Background: an optimization exercise with open tools, aiming at a short achievable clock period and few clock cycles. Do not read the settings as production practice.
The RTL was checked by simulation tests, not by an equivalence proof against the original design.
Power is estimated from default activity; no workload was simulated.

<file path="design/flow/flow/run.sh">
#!/bin/bash
# The standard layout (standard.sh: unchanged synthesis, floorplan, placement, CTS, routing)
# with three resizer settings changed:
#  - SETUP_SLACK_MARGIN 7.5: repair_timing keeps improving paths well past the 11 ns clock;
#  - port buffers are buf_4 cells (every input and output still gets its own buffer);
#  - MATCH_CELL_FOOTPRINT 0: the resizer may swap a cell for any equivalent one.
# Each tool's full output is in the orfs/logs folder; make's output goes to flow_make.log.
set -euo pipefail
bash standard.sh SETUP_SLACK_MARGIN=7.5 "BUFFER_PORTS_ARGS=-buffer_cell sky130_fd_sc_hd__buf_4" \
    MATCH_CELL_FOOTPRINT=0 finish > flow_make.log 2>&1
</file>
<file path="design/flow/standard.sh">
#!/bin/bash
# synth_recipe.tcl (not shown) runs the flow's synth.tcl, then flattens the netlist and writes it again
# the make line also repeats each setting of config.mk as NAME=value (left out here)
make -C /OpenROAD-flow-scripts/flow DESIGN_CONFIG=/design/flow/config.mk WORK_HOME=/design/flow/orfs CLKGATE_MAP_FILE= SYNTH_SCRIPT=/design/flow/synth_recipe.tcl "${@:-finish}"
</file>
<file path="design/flow/config.mk">
export PLATFORM = sky130hd
export DESIGN_NAME = cpu
export DESIGN_NICKNAME = cpu
export VERILOG_FILES = /design/flow/design.v
export SDC_FILE = /design/flow/constraint.sdc
export NUM_CORES = 4
export LEC_CHECK = 0
export CAP_MARGIN = 20
export CORE_MARGIN = 2
export CORE_UTILIZATION = 55
export PLACE_DENSITY = 0.7
export SLEW_MARGIN = 20
</file>
<file path="design/flow/constraint.sdc">
create_clock -name core_clock -period 11.0 [get_ports {clk}]
set_input_delay 2.2000 -clock core_clock [delete_from_list [all_inputs] [get_ports {clk}]]
set_output_delay 2.2000 -clock core_clock [all_outputs]
set_load 0.01 [all_outputs]
</file>
<file path="design/flow/design.v">
module ksadd #(parameter W = 32, parameter L = 5) (
    input  [W-1:0] a,
    input  [W-1:0] b,
    input          cin,
    output [W-1:0] s,
    output         cout
);
    wire [W-1:0] p0 = a ^ b;
    wire [W-1:0] g [0:L];
    wire [W-1:0] p [0:L];
    assign g[0] = (a & b) | {{(W-1){1'b0}}, p0[0] & cin};
    assign p[0] = p0;
    genvar k, i;
    generate
        for (k = 0; k < L; k = k + 1) begin : lvl
            for (i = 0; i < W; i = i + 1) begin : bit_
                if (i >= (1 << k)) begin : c
                    assign g[k+1][i] = g[k][i] | (p[k][i] & g[k][i-(1<<k)]);
                    assign p[k+1][i] = p[k][i] & p[k][i-(1<<k)];
                end else begin : n
                    assign g[k+1][i] = g[k][i];
                    assign p[k+1][i] = p[k][i];
                end
            end
        end
    endgenerate
    assign s = p0 ^ {g[L][W-2:0], cin};
    assign cout = g[L][W-1];
endmodule
module cmp32 (
    input  [31:0] a,
    input  [31:0] b,
    output        eq,
    output        lt,
    output        ltu
);
    wire [31:0] l0 = {1'b0, ~a[30:0] & b[30:0]};
    wire [31:0] e0 = {1'b1, ~(a[30:0] ^ b[30:0])};
    wire [15:0] l1, e1;
    wire [7:0]  l2, e2;
    wire [3:0]  l3, e3;
    wire [1:0]  l4, e4;
    genvar i;
    generate
        for (i = 0; i < 16; i = i + 1) begin : g1
            assign l1[i] = l0[2*i+1] | (e0[2*i+1] & l0[2*i]);
            assign e1[i] = e0[2*i+1] & e0[2*i];
        end
        for (i = 0; i < 8; i = i + 1) begin : g2
            assign l2[i] = l1[2*i+1] | (e1[2*i+1] & l1[2*i]);
            assign e2[i] = e1[2*i+1] & e1[2*i];
        end
        for (i = 0; i < 4; i = i + 1) begin : g3
            assign l3[i] = l2[2*i+1] | (e2[2*i+1] & l2[2*i]);
            assign e3[i] = e2[2*i+1] & e2[2*i];
        end
        for (i = 0; i < 2; i = i + 1) begin : g4
            assign l4[i] = l3[2*i+1] | (e3[2*i+1] & l3[2*i]);
            assign e4[i] = e3[2*i+1] & e3[2*i];
        end
    endgenerate
    wire lt31 = l4[1] | (e4[1] & l4[0]);
    wire eq31 = e4[1] & e4[0];
    wire e_msb = ~(a[31] ^ b[31]);
    assign eq  = eq31 & e_msb;
    assign ltu = (~a[31] & b[31]) | (e_msb & lt31);
    assign lt  = (a[31] & ~b[31]) | (e_msb & lt31);
endmodule
module cpu (
    input clk,
    input reset,
    output [31:0] iaddr,
    input [31:0] idata,
    output [31:0] daddr,
    input [31:0] drdata,
    output [31:0] dwdata,
    output [3:0] dwe
);
    localparam NB = 8;        
    localparam IB = 3;        
    reg [31:0] pc;
    assign iaddr = pc;
    reg [NB-1:0]     bt_v;
    reg [29-IB:0]    bt_tag [0:NB-1];
    reg [29:0]       bt_tgt [0:NB-1];
    reg        e_we;         
    reg [4:0]  e_rd;
    reg        e_load, e_store, e_branch, e_jal, e_jalr, e_haz, e_pred;
    reg [1:0]  e_sz;
    reg        e_sub;
    reg        e_sel_add, e_sel_slt, e_sel_sltu, e_sel_xor, e_sel_or, e_sel_and,
               e_sel_sll, e_sel_sr, e_sel_const, e_sel_auipc, e_arith;
    reg        e_br_eq, e_br_lt, e_br_ltu, e_br_inv;
    reg        e_fwd_a, e_fwd_b, e_fwd_o;
    reg [31:0] e_a, e_b, e_op2, e_imm, e_const, e_pc, e_pc4;
    reg [2:0]  e_lf3;
    reg        m_we, m_load;
    reg [4:0]  m_rd;
    reg [31:0] m_res, m_wdata;
    reg [3:0]  m_dwe;
    reg        m_lw, m_lh0, m_lh1, m_lb0, m_lb1, m_lb2, m_lb3, m_lsgn;
    reg [31:0] rf [0:31];
    wire [7:0] m_b0 = ({8{m_lw | m_lh0 | m_lb0}} & drdata[7:0]) | ({8{m_lb1}} & drdata[15:8]) |
                      ({8{m_lh1 | m_lb2}} & drdata[23:16]) | ({8{m_lb3}} & drdata[31:24]);
    wire       m_bs = (m_lb0 & drdata[7]) | (m_lb1 & drdata[15]) | (m_lb2 & drdata[23]) | (m_lb3 & drdata[31]);
    wire       m_hs = (m_lh0 & drdata[15]) | (m_lh1 & drdata[31]);
    wire       m_ext = m_lsgn & (m_bs | m_hs);
    wire [7:0] m_b1 = ({8{m_lw | m_lh0}} & drdata[15:8]) | ({8{m_lh1}} & drdata[31:24]) |
                      ({8{m_lb0 | m_lb1 | m_lb2 | m_lb3}} & {8{m_ext}});
    wire [15:0] m_hi = m_lw ? drdata[31:16] : {16{m_ext}};
    wire [31:0] m_lval = {m_hi, m_b1, m_b0};
    wire [31:0] m_val = m_load ? m_lval : m_res;
    always @(posedge clk)
        if (m_we) rf[m_rd] <= m_val;
    wire [31:0] ir = idata;
    wire [4:0] opc = ir[6:2];
    wire [2:0] f3  = ir[14:12];
    wire [4:0] rs1 = ir[19:15];
    wire [4:0] rs2 = ir[24:20];
    wire d_lui    = opc == 5'b01101;
    wire d_auipc  = opc == 5'b00101;
    wire d_jal    = opc == 5'b11011;
    wire d_jalr   = opc == 5'b11001 && f3 == 3'b000;
    wire d_br     = opc == 5'b11000 && f3[2:1] != 2'b01;
    wire d_ld     = opc == 5'b00000 && (f3 == 3'b000 || f3 == 3'b001 || f3 == 3'b010 || f3 == 3'b100 || f3 == 3'b101);
    wire d_st     = opc == 5'b01000 && (f3 == 3'b000 || f3 == 3'b001 || f3 == 3'b010);
    wire d_opi    = opc == 5'b00100;
    wire d_op     = opc == 5'b01100;
    wire d_alu    = d_opi | d_op;
    wire d_writes = d_lui | d_auipc | d_jal | d_jalr | d_ld | d_alu;
    wire [4:0] d_rd = d_writes ? ir[11:7] : 5'd0;
    wire d_use1 = d_jalr | d_br | d_ld | d_st | d_alu;
    wire d_use2 = d_br | d_st | d_op;
    wire [31:0] imm_i = {{20{ir[31]}}, ir[31:20]};
    wire [31:0] imm_s = {{20{ir[31]}}, ir[31:25], ir[11:7]};
    wire [31:0] imm_b = {{20{ir[31]}}, ir[7], ir[30:25], ir[11:8], 1'b0};
    wire [31:0] imm_u = {ir[31:12], 12'd0};
    wire [31:0] imm_j = {{12{ir[31]}}, ir[19:12], ir[20], ir[30:21], 1'b0};
    wire [31:0] d_imm = d_st ? imm_s : (d_opi && f3[1:0] == 2'b01) ? {27'd0, ir[24:20]} : imm_i;
    wire [31:0] pc4 = pc + 32'd4;
    wire [IB-1:0] f_idx = pc[IB+1:2];
    wire f_hit = bt_v[f_idx] && bt_tag[f_idx] == pc[31:IB+2];
    wire [31:0] f_tgt = {bt_tgt[f_idx], 2'b00};
    wire [31:0] rf1 = rf[rs1];
    wire [31:0] rf2 = rf[rs2];
    wire m_byp1 = m_we && m_rd == rs1;
    wire m_byp2 = m_we && m_rd == rs2;
    wire [31:0] d_a = (rs1 == 5'd0) ? 32'd0 : m_byp1 ? m_val : rf1;
    wire [31:0] d_b = (rs2 == 5'd0) ? 32'd0 : m_byp2 ? m_val : rf2;
    wire e_hit1 = e_we && e_rd == rs1;
    wire e_hit2 = e_we && e_rd == rs2;
    wire ld_haz = e_load && ((d_use1 && e_hit1) || (d_use2 && e_hit2));
    wire [31:0] ea  = e_fwd_a ? m_res : e_a;
    wire [31:0] eb  = e_fwd_b ? m_res : e_b;
    wire [31:0] ov  = e_fwd_o ? m_res : e_op2;
    wire [31:0] eo  = ov ^ {32{e_sub}};
    wire [31:0] sum; wire cout;
    ksadd #(32) aa (.a(ea), .b(eo), .cin(e_sub), .s(sum), .cout(cout));
    wire eq, lt, ltu;
    cmp32 cmp (.a(ea), .b(ov), .eq(eq), .lt(lt), .ltu(ltu));
    wire [31:0] shl = ea << eo[4:0];
    wire [31:0] shr = $signed({e_arith & ea[31], ea}) >>> eo[4:0];
    wire [31:0] e_tgt = e_pc + e_imm;        
    wire [31:0] e_res = ({32{e_sel_add}} & sum) |
                        {31'd0, (e_sel_slt & lt) | (e_sel_sltu & ltu)} |
                        ({32{e_sel_xor}} & (ea ^ eo)) |
                        ({32{e_sel_or}} & (ea | eo)) |
                        ({32{e_sel_and}} & (ea & eo)) |
                        ({32{e_sel_sll}} & shl) |
                        ({32{e_sel_sr}} & shr) |
                        ({32{e_sel_const}} & e_const) |
                        ({32{e_sel_auipc}} & e_tgt);
    wire cond = ((e_br_eq & eq) | (e_br_lt & lt) | (e_br_ltu & ltu)) ^ e_br_inv;
    wire taken = e_jal | (e_branch & cond);                   
    wire e_redir = e_haz || e_jalr || (e_branch && (cond != e_pred)) || (e_jal && !e_pred);
    wire [31:0] e_rtgt = e_haz ? e_pc : e_jalr ? {sum[31:1], 1'b0} : e_pred ? e_pc4 : e_tgt;
    wire [IB-1:0] e_idx = e_pc[IB+1:2];
    wire bt_wr = !e_haz && (e_branch || e_jal);
    wire [3:0] e_dwe = !e_store ? 4'd0 :
                       (e_sz == 2'd0) ? (4'b0001 << sum[1:0]) :
                       (e_sz == 2'd1) ? ((sum[1:0] == 2'd2) ? 4'b1100 : 4'b0011) : 4'b1111;
    wire [31:0] e_wd = (e_sz == 2'd0) ? {4{eb[7:0]}} : (e_sz == 2'd1) ? {2{eb[15:0]}} : eb;
    always @(posedge clk) begin
        if (reset) begin
            pc <= 32'd0;
            bt_v <= {NB{1'b0}};
            e_we <= 1'b0; e_rd <= 5'd0; e_load <= 1'b0; e_store <= 1'b0; e_branch <= 1'b0; e_jal <= 1'b0; e_jalr <= 1'b0; e_haz <= 1'b0;
            m_we <= 1'b0; m_rd <= 5'd0; m_load <= 1'b0;
        end else begin
            if (e_redir) pc <= e_rtgt;
            else if (f_hit) pc <= f_tgt;
            else pc <= pc4;
            if (bt_wr) bt_v[e_idx] <= taken;
            if (e_redir) begin
                e_we <= 1'b0; e_rd <= 5'd0; e_load <= 1'b0; e_store <= 1'b0; e_branch <= 1'b0; e_jal <= 1'b0; e_jalr <= 1'b0; e_haz <= 1'b0;
            end else begin
                e_we <= d_rd != 5'd0; e_rd <= d_rd;
                e_load <= d_ld; e_store <= d_st; e_branch <= d_br; e_jal <= d_jal; e_jalr <= d_jalr; e_haz <= ld_haz;
            end
            m_we <= e_we && !e_haz; m_rd <= e_rd; m_load <= e_load;
        end
    end
    always @(posedge clk)
        if (bt_wr) begin
            bt_tag[e_idx] <= e_pc[31:IB+2];
            bt_tgt[e_idx] <= e_tgt[31:2];
        end
    always @(posedge clk) begin
        e_a <= d_a; e_b <= d_b;
        e_op2 <= (d_op || d_br) ? d_b : d_imm;
        e_imm <= d_auipc ? imm_u : d_jal ? imm_j : imm_b;
        e_pc <= pc; e_pc4 <= pc4;
        e_pred <= f_hit;
        e_const <= d_lui ? imm_u : pc4;
        e_sz <= f3[1:0];
        e_lf3 <= f3;
        e_sub <= d_op && ir[30] && f3 == 3'b000;
        e_sel_add   <= (d_alu && f3 == 3'b000) || d_ld || d_st;
        e_sel_slt   <= d_alu && f3 == 3'b010;
        e_sel_sltu  <= d_alu && f3 == 3'b011;
        e_sel_xor   <= d_alu && f3 == 3'b100;
        e_sel_or    <= d_alu && f3 == 3'b110;
        e_sel_and   <= d_alu && f3 == 3'b111;
        e_sel_sll   <= d_alu && f3 == 3'b001;
        e_sel_sr    <= d_alu && f3 == 3'b101;
        e_arith     <= ir[30];
        e_sel_const <= d_lui | d_jal | d_jalr;
        e_sel_auipc <= d_auipc;
        e_br_eq   <= f3[2] == 1'b0;
        e_br_lt   <= f3[2:1] == 2'b10;
        e_br_ltu  <= f3[2:1] == 2'b11;
        e_br_inv  <= f3[0];
        e_fwd_a <= e_hit1;
        e_fwd_b <= e_hit2;
        e_fwd_o <= e_hit2 && (d_op || d_br);
        m_res <= e_res; m_wdata <= e_wd;
        m_lw  <= e_lf3[1:0] == 2'b10;
        m_lh0 <= e_lf3[1:0] == 2'b01 && sum[1:0] != 2'd2;
        m_lh1 <= e_lf3[1:0] == 2'b01 && sum[1:0] == 2'd2;
        m_lb0 <= e_lf3[1:0] == 2'b00 && sum[1:0] == 2'd0;
        m_lb1 <= e_lf3[1:0] == 2'b00 && sum[1:0] == 2'd1;
        m_lb2 <= e_lf3[1:0] == 2'b00 && sum[1:0] == 2'd2;
        m_lb3 <= e_lf3[1:0] == 2'b00 && sum[1:0] == 2'd3;
        m_lsgn <= !e_lf3[2];
    end
    always @(posedge clk or posedge reset) begin
        if (reset) m_dwe <= 4'd0;
        else m_dwe <= e_haz ? 4'd0 : e_dwe;
    end
    assign daddr = m_res;
    assign dwdata = m_wdata;
    assign dwe = m_dwe;
endmodule
</file>
==> results of run 1 <==
[per-stage QoR]
stage / worst slack [ns] / util (%) / std cells
after floorplan: 6.93 / - / 5816
after global placement: 4.77 / 58.1 / 7791
after detailed placement: 4.79 / 58.1 / 7791
after CTS: 6.99 / 66.7 / 8465
after global routing: 6.83 / 68.9 / 8655
final: 6.82 / 68.9 / 8658
[area by class of cell]
| class | count | area, sq um |
|---|---|---|
| antenna | 3 | 7.51 |
| clock buffer | 240 | 5010 |
| clock inverter | 112 | 1280 |
| fill | 10300 | 49800 |
| inverter | 148 | 606 |
| multi-input combinational | 3419 | 39000 |
| sequential | 1858 | 52300 |
| tap | 2086 | 2610 |
| timing repair buffer | 792 | 9400 |
[repair_timing]
item	in CTS	in global routing
endpoints found under the hold margin	0	0
pin swaps	121	151
resized for setup	879	291
setup buffers	218	167
gates cloned	104	20
setup endpoints to repair	822	323
[power groups by stage]
stage | logic (mW) | clock network (mW) | registers, mW
5_1_grt | 3.07 | 6.86 | 7.82
2_1_floorplan | 1.40 | 0 | 7.91
6_report | 3.01 | 6.58 | 7.83
4_1_cts | 2.66 | 6.58 | 7.82
3_3_place_gp | 2.07 | 0 | 7.98
3_5_place_dp | 2.09 | 0 | 7.98
[cell usage after synthesis, drive strengths merged (36+ instances only)]
cell type / number / area (sq um)
a211oi: 110 / 831
o211ai: 56 / 420
nor3: 36 / 185
inv: 146 / 548
a22oi: 48 / 360
xor2: 60 / 526
edfxtp: 1480 / 44400
ha: 132 / 1650
a221oi: 54 / 485
o21ai: 148 / 741
a21o: 55 / 413
mux4: 691 / 15600
nand2: 319 / 1200
mux2: 68 / 766
nor2: 388 / 1460
xnor2: 106 / 936
clkbuf: 282 / 1060
o22ai: 42 / 263
dfxtp: 374 / 7490
buf: 135 / 628
nand3: 56 / 280
mux2i: 333 / 3330
a21oi: 278 / 1390
[worst paths after layout]
| path | endpoint | slack, ns | depth (start not counted) |
|---|---|---|---|
| setup / recovery | pc[16] | 6.82 | 17 |
| hold / removal | m_lsgn | 0.37 | 1 |
| setup reg to reg | pc[16] | 6.82 | 17 |
| hold reg to reg | m_lsgn | 0.37 | 1 |
| max in group asynchronous | m_dwe[0] | 8.78 | 2 |
| min in group asynchronous | m_dwe[3] | 1.61 | 2 |
[routing by layer]
layer	track usage (%)	wire length [um]
met1	50.3	112000
met2	61.4	153000
met3	12.1	45600
met4	28.8	31900
met5	0.178	57
[registers in the layout, summed over array words and instances, names as in the netlist, 30 cells and up]
name     cells
rf        1024
bt_tgt     240
bt_tag     216
e_a         32
e_b         32
e_const     32
e_op2       32
e_pc4       32
m_res       32
m_wdata     32
pc          32
e_imm       31
e_pc        30
[logic make-up after synthesis]
group / after synthesis
AO/OA/AOI/OAI: 1010
XOR/XNOR: 166
adder cells (fa/ha/maj): 134
multiplexers: 1092
buffers and inverters: 565
flip-flops: 1858
AND/OR/NAND/NOR: 991
[critical path, delay by kind of cell (launching register included)]
kind,cells,cell delay [ns]
AND/OR/NAND/NOR,3,0.49
adder cells (fa/ha/maj),1,0.36
XOR/XNOR,1,0.19
AO/OA/AOI/OAI,9,2.22
flip-flops,1,0.38
buffers and inverters,3,0.41
==> results.sh, run 1 <==
export IMPL_run_status="finished clean"
export IMPL_r2r_start="e_fwd_o"
export IMPL_hold_violations=0
export IMPL_grt_use_total_pct=40.6
export IMPL_grt_pass1_wl_mm=460
export IMPL_max_freq_ghz=0.239
export IMPL_synth_fa_ha_area_share_pct=1.92
export IMPL_row_count=147
export IMPL_async_reset_ff_share_pct=0.215
export IMPL_area_growth_pct=24.9
export IMPL_grt_pass1_vias=60000
export IMPL_min_period_ns=4.18
export IMPL_holdWs_ns=0.372
export IMPL_p_total_mw=17.4
export IMPL_io_buffers=163
export IMPL_cpPeakStageDelay_ns=0.52
export IMPL_p_sw_share_pct=27.4
export IMPL_ys_seq_area_share_pct=58.9
export IMPL_seqPwrFrac_pct=44.9
export IMPL_worst_slew_pin_slew_ns=1.20
export IMPL_core_area_sq_um=160000
export IMPL_final_common_cell="edfxtp_1"
export IMPL_cts_root_buf="clkbuf_16"
export IMPL_num_vias=63600
export IMPL_wirelength_mm=343
export IMPL_nets=6607
export IMPL_min_from="e_lf3[2]"
export IMPL_layout_common_cells="edfxtp_1, mux4_2, buf_4, nor2_1, nand2_1"
export IMPL_grt_max_degree=65
export IMPL_internal_power_mw=12.6
export IMPL_fin_skew_ns=0.0569
export IMPL_synth_distinct_cells=84
export IMPL_dieWidth_um=405
export IMPL_synth_top_family_by_area="multiplexers"
export IMPL_clkSinkCount=1858
export IMPL_slowest_stage="a222oi_1"
export IMPL_synth_compound_area_share_pct=7.69
export IMPL_max_vdd_ir_drop_mv=0.198
export IMPL_synth_edf_count=1480
export IMPL_fin_area_sq_um=110000
export IMPL_grt_antenna_before_repair=10
export IMPL_start_kind="flip-flop"
export IMPL_wl_per_cell_um=39.6
export IMPL_die_h_um=405
export IMPL_path_max_fanout=4
export IMPL_postRouteAntennaNets=0
export IMPL_cts_hold_buf=0
export IMPL_viasPerCell=7.35
export IMPL_relSlewSlack_pct=19.6
export IMPL_clkSlewWorstSetupHoldPaths_ns=0.06
export IMPL_crit_start="e_fwd_o"
export IMPL_p_comb_share_pct=17.3
export IMPL_power_switching_mw=4.77
export IMPL_cp_end_kind="flip-flop"
export IMPL_cp_arrival_ns=4.89
export IMPL_dr_pass1_iters=9
export IMPL_place_area_sq_um=92900
export IMPL_cp_cell_sequence="buf_12 > buf_8 > buf_6 > and3b_2 > a211oi_4 > nand2_1 > fa_2 > a21o_1 > a221oi_4 > o21ai_4 > o21a_1 > nor2_4 > o21ai_2 > a31oi_2 > xnor2_2 > a222oi_1 > a211oi_1"
export IMPL_synth_cell_area_sq_um=88300
export IMPL_synth_area_per_cell_sq_um=15.2
export IMPL_cap_viol_max_count=0
export IMPL_fin_setup_tns_ns=0
export IMPL_drive_above_1_share_pct=38.5
export IMPL_rsz0062_at_grt="true"
export IMPL_slew_violations=0
export IMPL_grt_overflow_total=0
export IMPL_place_gp_congestion=1.03
export IMPL_p_leak_nw=38.7
export IMPL_first_iter_violations=10400
export IMPL_synth_seq_cells=1858
export IMPL_p_clk_share_pct=37.8
export IMPL_finalCritPeriodShare_pct=38.0
export IMPL_cp_data_required_time_ns=11.70
export IMPL_cts_htree_levels=4
export IMPL_synthFlopType="edfxtp_1"
export IMPL_synthXorXnorAreaFrac_pct=1.66
export IMPL_tritoncts="done"
export IMPL_critPathKind="flip-flop to flip-flop"
export IMPL_hpwl_mm=183
export IMPL_dieArea_sq_um=164000
export IMPL_min_delay_path_class="flip-flop to flip-flop"
export IMPL_synthMuxAreaShare_pct=22.3
export IMPL_top_level_ports=166
export IMPL_clockBufferDepth=3
export IMPL_setup_viol=0
export IMPL_start_util_pct=55.2
export IMPL_power_density_nw_per_um2=158
export IMPL_clk_latency_ns=0.88
export IMPL_cts_buffers=188
export IMPL_syn_instance_count=5816
export IMPL_drt_drc_violations_left=0
export IMPL_synth_simple_area_share_pct=5.00
export IMPL_synth_net_count=6016
export IMPL_yosys_warnings=2
Testbench counts, summed over its fixed seeds: cycles 25,882.
==> inputs of run 2 (changes only) <==
--- a/design/flow/design.v
+++ b/design/flow/design.v
@@ -76,8 +76,8 @@
     output [31:0] dwdata,
     output [3:0] dwe
 );
-    localparam NB = 8;        
-    localparam IB = 3;        
+    localparam NB = 16;       
+    localparam IB = 4;        
     reg [31:0] pc;
     assign iaddr = pc;
     reg [NB-1:0]     bt_v;
@@ -91,7 +91,8 @@
     reg        e_sel_add, e_sel_slt, e_sel_sltu, e_sel_xor, e_sel_or, e_sel_and,
                e_sel_sll, e_sel_sr, e_sel_const, e_sel_auipc, e_arith;
     reg        e_br_eq, e_br_lt, e_br_ltu, e_br_inv;
-    reg        e_fwd_a, e_fwd_b, e_fwd_o;
+    reg        e_fwd_a, e_fwd_b, e_fwd_o, e_dead;
+    reg [31:0] e_jimm;
     reg [31:0] e_a, e_b, e_op2, e_imm, e_const, e_pc, e_pc4;
     reg [2:0]  e_lf3;
     reg        m_we, m_load;
@@ -147,8 +148,9 @@
     wire m_byp2 = m_we && m_rd == rs2;
     wire [31:0] d_a = (rs1 == 5'd0) ? 32'd0 : m_byp1 ? m_val : rf1;
     wire [31:0] d_b = (rs2 == 5'd0) ? 32'd0 : m_byp2 ? m_val : rf2;
-    wire e_hit1 = e_we && e_rd == rs1;
-    wire e_hit2 = e_we && e_rd == rs2;
+    wire e_live = !e_dead;
+    wire e_hit1 = e_live && e_we && e_rd == rs1;
+    wire e_hit2 = e_live && e_we && e_rd == rs2;
     wire ld_haz = e_load && ((d_use1 && e_hit1) || (d_use2 && e_hit2));
     wire [31:0] ea  = e_fwd_a ? m_res : e_a;
     wire [31:0] eb  = e_fwd_b ? m_res : e_b;
@@ -172,11 +174,13 @@
                         ({32{e_sel_auipc}} & e_tgt);
     wire cond = ((e_br_eq & eq) | (e_br_lt & lt) | (e_br_ltu & ltu)) ^ e_br_inv;
     wire taken = e_jal | (e_branch & cond);                   
-    wire e_redir = e_haz || e_jalr || (e_branch && (cond != e_pred)) || (e_jal && !e_pred);
-    wire [31:0] e_rtgt = e_haz ? e_pc : e_jalr ? {sum[31:1], 1'b0} : e_pred ? e_pc4 : e_tgt;
+    wire e_redir = e_live && (e_haz || e_jalr || (e_branch && (cond != e_pred)) || (e_jal && !e_pred));
+    wire [31:0] jt;
+    ksadd #(32) ajt (.a(ea), .b(e_jimm), .cin(1'b0), .s(jt), .cout());
+    wire [31:0] e_rtgt = e_haz ? e_pc : e_jalr ? {jt[31:1], 1'b0} : e_pred ? e_pc4 : e_tgt;
     wire [IB-1:0] e_idx = e_pc[IB+1:2];
-    wire bt_wr = !e_haz && (e_branch || e_jal);
-    wire [3:0] e_dwe = !e_store ? 4'd0 :
+    wire bt_wr = e_live && !e_haz && (e_branch || e_jal);
+    wire [3:0] e_dwe = !(e_store && e_live && !e_haz) ? 4'd0 :
                        (e_sz == 2'd0) ? (4'b0001 << sum[1:0]) :
                        (e_sz == 2'd1) ? ((sum[1:0] == 2'd2) ? 4'b1100 : 4'b0011) : 4'b1111;
     wire [31:0] e_wd = (e_sz == 2'd0) ? {4{eb[7:0]}} : (e_sz == 2'd1) ? {2{eb[15:0]}} : eb;
@@ -184,20 +188,15 @@
         if (reset) begin
             pc <= 32'd0;
             bt_v <= {NB{1'b0}};
-            e_we <= 1'b0; e_rd <= 5'd0; e_load <= 1'b0; e_store <= 1'b0; e_branch <= 1'b0; e_jal <= 1'b0; e_jalr <= 1'b0; e_haz <= 1'b0;
+            e_dead <= 1'b1;
             m_we <= 1'b0; m_rd <= 5'd0; m_load <= 1'b0;
         end else begin
             if (e_redir) pc <= e_rtgt;
             else if (f_hit) pc <= f_tgt;
             else pc <= pc4;
             if (bt_wr) bt_v[e_idx] <= taken;
-            if (e_redir) begin
-                e_we <= 1'b0; e_rd <= 5'd0; e_load <= 1'b0; e_store <= 1'b0; e_branch <= 1'b0; e_jal <= 1'b0; e_jalr <= 1'b0; e_haz <= 1'b0;
-            end else begin
-                e_we <= d_rd != 5'd0; e_rd <= d_rd;
-                e_load <= d_ld; e_store <= d_st; e_branch <= d_br; e_jal <= d_jal; e_jalr <= d_jalr; e_haz <= ld_haz;
-            end
-            m_we <= e_we && !e_haz; m_rd <= e_rd; m_load <= e_load;
+            e_dead <= e_redir;
+            m_we <= e_live && e_we && !e_haz; m_rd <= e_rd; m_load <= e_load;
         end
     end
     always @(posedge clk)
@@ -206,6 +205,9 @@
             bt_tgt[e_idx] <= e_tgt[31:2];
         end
     always @(posedge clk) begin
+        e_we <= d_rd != 5'd0; e_rd <= d_rd;
+        e_load <= d_ld; e_store <= d_st; e_branch <= d_br; e_jal <= d_jal; e_jalr <= d_jalr; e_haz <= ld_haz;
+        e_jimm <= imm_i;
         e_a <= d_a; e_b <= d_b;
         e_op2 <= (d_op || d_br) ? d_b : d_imm;
         e_imm <= d_auipc ? imm_u : d_jal ? imm_j : imm_b;
@@ -245,7 +247,7 @@
     end
     always @(posedge clk or posedge reset) begin
         if (reset) m_dwe <= 4'd0;
-        else m_dwe <= e_haz ? 4'd0 : e_dwe;
+        else m_dwe <= e_dwe;
     end
     assign daddr = m_res;
     assign dwdata = m_wdata;
==> run 2 against run 1 <==
Net effect: final cell count up 17%; maximum frequency down 2.6%; clock power up 19%; sequential share of layout area up 3.1 points.
==> results.sh, run 2 <==
export IMPL_syn_instance_count=6774
export IMPL_max_vdd_ir_drop_mv=0.200
export IMPL_min_period_ns=4.30
export IMPL_largest_reg_flops=1024
export IMPL_grt_overflow_total=0
export IMPL_relSlewSlack_pct=5.47
export IMPL_regMostFlops="rf"
export IMPL_synthMostInstantiatedCell="edfxtp_1"
export IMPL_setup_viol=0
export IMPL_reg_largest_list="rf (1024), bt_tgt (480), bt_tag (416)"
export IMPL_postRouteAntennaNets=0
export IMPL_power_density_nw_per_um2=161
export IMPL_place_gp_congestion=0.987
export IMPL_worst_slack_ns=6.70
export IMPL_yosys_warnings=2
export IMPL_synth_common_cells="edfxtp_1, mux4_2, nor2_1"
export IMPL_synth_edf_count=1920
export IMPL_synth_area_leader_cell="edfxtp_1"
export IMPL_internal_power_mw=15.3
export IMPL_min_delay_path_class="flip-flop to flip-flop"
export IMPL_worst_slew_pin_slew_ns=1.41
export IMPL_grt_max_degree=65
export IMPL_hpwl_mm=220
export IMPL_power_switching_mw=5.60
export IMPL_seqPwrFrac_pct=46.7
export IMPL_critPathKind="flip-flop to flip-flop"
export IMPL_grt_pass1_vias=69900
export IMPL_cp_data_required_time_ns=11.74
export IMPL_die_h_um=446
export IMPL_ys_seq_area_share_pct=61.1
export IMPL_layout_cells_non_filler=10100
export IMPL_clkSinkCount=2317
export IMPL_tritoncts="done"
export IMPL_drive_above_1_share_pct=35.1
export IMPL_synth_area_per_cell_sq_um=15.8
export IMPL_row_count=162
export IMPL_grt_antenna_before_repair=20
export IMPL_cts_buffers=229
export IMPL_synth_seq_cells=2317
export IMPL_grt_pass1_wl_mm=548
export IMPL_rsz0062_at_grt="true"
export IMPL_clockBufferDepth=3
export IMPL_p_sw_share_pct=26.8
export IMPL_fin_skew_ns=0.103
export IMPL_area_growth_pct=21.4
export IMPL_layout_common_cells="edfxtp_1, mux4_2, buf_4, nor2_1, mux2i_1"
export IMPL_dp_slack_ns=4.76
export IMPL_clk_latency_ns=0.94
export IMPL_cp_arrival_ns=5.04
export IMPL_top_level_ports=166
export IMPL_synth_area_leaders="edfxtp_1, mux4_2, dfxtp_1"
export IMPL_synth_distinct_cells=87
export IMPL_cts_htree_levels=4
export IMPL_dr_pass1_iters=6
export IMPL_hold_violations=0
export IMPL_async_reset_ff_share_pct=0.173
export IMPL_finalCritPeriodShare_pct=39.1
export IMPL_p_clk_share_pct=37.4
export IMPL_slew_violations=0
export IMPL_synthFlopType="edfxtp_1"
export IMPL_p_comb_share_pct=15.9
export IMPL_wl_per_cell_um=39.8
export IMPL_cp_end_kind="flip-flop"
export IMPL_p_leak_nw=44.7
export IMPL_synth_cell_area_sq_um=107000
export IMPL_clkSlewWorstSetupHoldPaths_ns=0.07
export IMPL_cap_viol_max_count=0
export IMPL_first_iter_violations=11000
export IMPL_run_status="finished clean"
export IMPL_start_kind="flip-flop"
export IMPL_dp_cells=9221
export IMPL_netlist_area_leader_share_pct=53.7
export IMPL_synth_net_count=7007
export IMPL_cts_root_buf="clkbuf_16"
export IMPL_core_area_sq_um=194000
export IMPL_viasPerCell=7.19
export IMPL_n_fill_cell=12900
export IMPL_max_freq_ghz=0.233
export IMPL_io_buffers=163
export IMPL_final_common_cell="edfxtp_1"
export IMPL_start_util_pct=55.2
export IMPL_cts_hold_buf=0
export IMPL_final_util_pct=67.0
export IMPL_dieArea_sq_um=199000
export IMPL_path_max_fanout=6
export IMPL_drt_drc_violations_left=0
export IMPL_nets=7616
export IMPL_num_vias=72800
export IMPL_fin_setup_tns_ns=0
export IMPL_dieWidth_um=446
export IMPL_grt_use_total_pct=40.1
export IMPL_wirelength_mm=404
-- run 2: changes by cell type in the layout (fill, tap and decap cells not counted), moves of 23 or more --
cell,previous run,this run
xnor2_1,73,96
clkbuf_16,258,303
mux2i_1,245,319
ha_1,104,142
mux4_2,691,818
edfxtp_1,1480,1920
nor2_1,327,415
o21ai_0,105,139
-- run 2: cell families (layout without fill, tap and decap cells) --
logic type	Yosys count	after routing	synth area share, %
xor gates and xnor gates	170	170	1.39
AOI/OAI and AO/OA	1153	1177	7.39
and+or+nand+nor	1112	1115	4.66
buffers and inverters	607	1384	2.27
DFF	2317	2317	61.1
adders and majority gates	167	167	1.97
muxes	1248	1248	21.2
other	0	10	0
-- run 2: metrics by stage --
step | area [sq um] | hold slack (ns) | total power, mW
floorplan | 109000 | 0.338 | 11.6
global placement | 113000 | 0.348 | 12.5
detailed placement | 113000 | 0.344 | 12.5
CTS | 128000 | 0.363 | 20.7
global route | 130000 | 0.376 | 21.4
finish | 130000 | 0.366 | 20.9
-- run 2: final timing paths --
| path | start | to | slack, ns | cells past startpoint |
|---|---|---|---|---|
| setup / recovery | e_fwd_a | m_res[30] | 6.70 | 13 |
| max in group asynchronous | reset | m_dwe[1] | 8.64 | 2 |
| hold / removal | e_lf3[2] | m_lsgn | 0.37 | 1 |
| min in group asynchronous | reset | m_dwe[2] | 1.85 | 2 |
| setup reg to reg | e_fwd_a | m_res[30] | 6.70 | 13 |
| hold reg to reg | e_lf3[2] | m_lsgn | 0.37 | 1 |
-- run 2: power by group through the flow --
stage                     registers [mW]  logic, mW  clock network, mW
after detailed placement            9.96       2.54                  0
after floorplan                     9.89       1.67                  0
final                               9.76       3.33               7.82
after global routing                9.76       3.42               8.18
after CTS                           9.75       3.08               7.83
after global placement              9.95       2.52                  0
-- run 2: area by class of cell --
cell class | instances | area [sq um] | area share [%]
antenna | 10 | 25.0 | 0.0192
clock buffer | 294 | 6120 | 4.70
clock inverter | 132 | 1360 | 1.04
inverter | 157 | 677 | 0.519
multi-input combinational | 3877 | 43500 | 33.4
sequential | 2317 | 65900 | 50.6
tap | 2542 | 3180 | 2.44
timing repair buffer | 801 | 9500 | 7.29
-- run 2: metal layers --
metal / vias to the layer above / global-route usage (%) / routed length, um
li1: 28700 / - / -
met1: 37000 / 49.5 / 133000
met2: 5642 / 62.0 / 186000
met3: 1470 / 10.6 / 48800
met4: 10 / 27.5 / 35500
met5: - / 0 / 114
-- run 2: timing repair --
action,CTS,global route
pin swaps,101,95
setup endpoints to repair,952,586
cloned,109,18
resized for setup,818,225
buffers inserted,234,110
-- run 2: critical path, cell delays in order, from the launching register on --
cell,delay (ns)
dfxtp_4,0.42
buf_12,0.17
mux2i_4,0.43
clkinvlp_4,0.30
ha_4,0.23
or4_4,0.49
a211oi_4,0.25
nor3_4,0.09
o211a_1,0.25
o41a_1,0.39
a211o_1,0.32
a21oi_2,0.17
mux2i_2,0.10
a2111o_1,0.53
Testbench counts of run 2, summed over its fixed seeds: cycles 25,760.

[static timing again, ports no longer ideal]
Ports are ideal in the flow. The routed layouts listed here were re-timed in OpenROAD.
Step 1 (the two cells are an assumption about what drives the block):
set clk [get_ports {clk}]
set_driving_cell -lib_cell sky130_fd_sc_hd__clkbuf_16 $clk
set_driving_cell -lib_cell sky130_fd_sc_hd__buf_2 [delete_from_list [all_inputs] $clk]
Step 2 moves the port delays by t, midway between the first and last clock arrival at a register: inputs arrive t later, outputs are due t later. That takes back most of the time a late clock gives input paths.
a / b / c = ideal / step 1 / step 2; a / b = the first two.
run | shift t [ns] | slack for setup (ns) | clock arrival spread, ns | slew at the worst register clock pin (ns)
run 1 | 0.935 | 6.815 / 6.815 / 5.902 | 0.057 / 0.057 | 0.07 / 0.07
run 2 | 0.984 | 6.704 / 6.704 / 5.967 | 0.104 / 0.104 | 0.07 / 0.07
After both steps setup and hold are still met in every run listed. For run 1, which loses most, drivers alone change the setup slack by 0.000 ns; drivers and shift together by -0.913 ns.
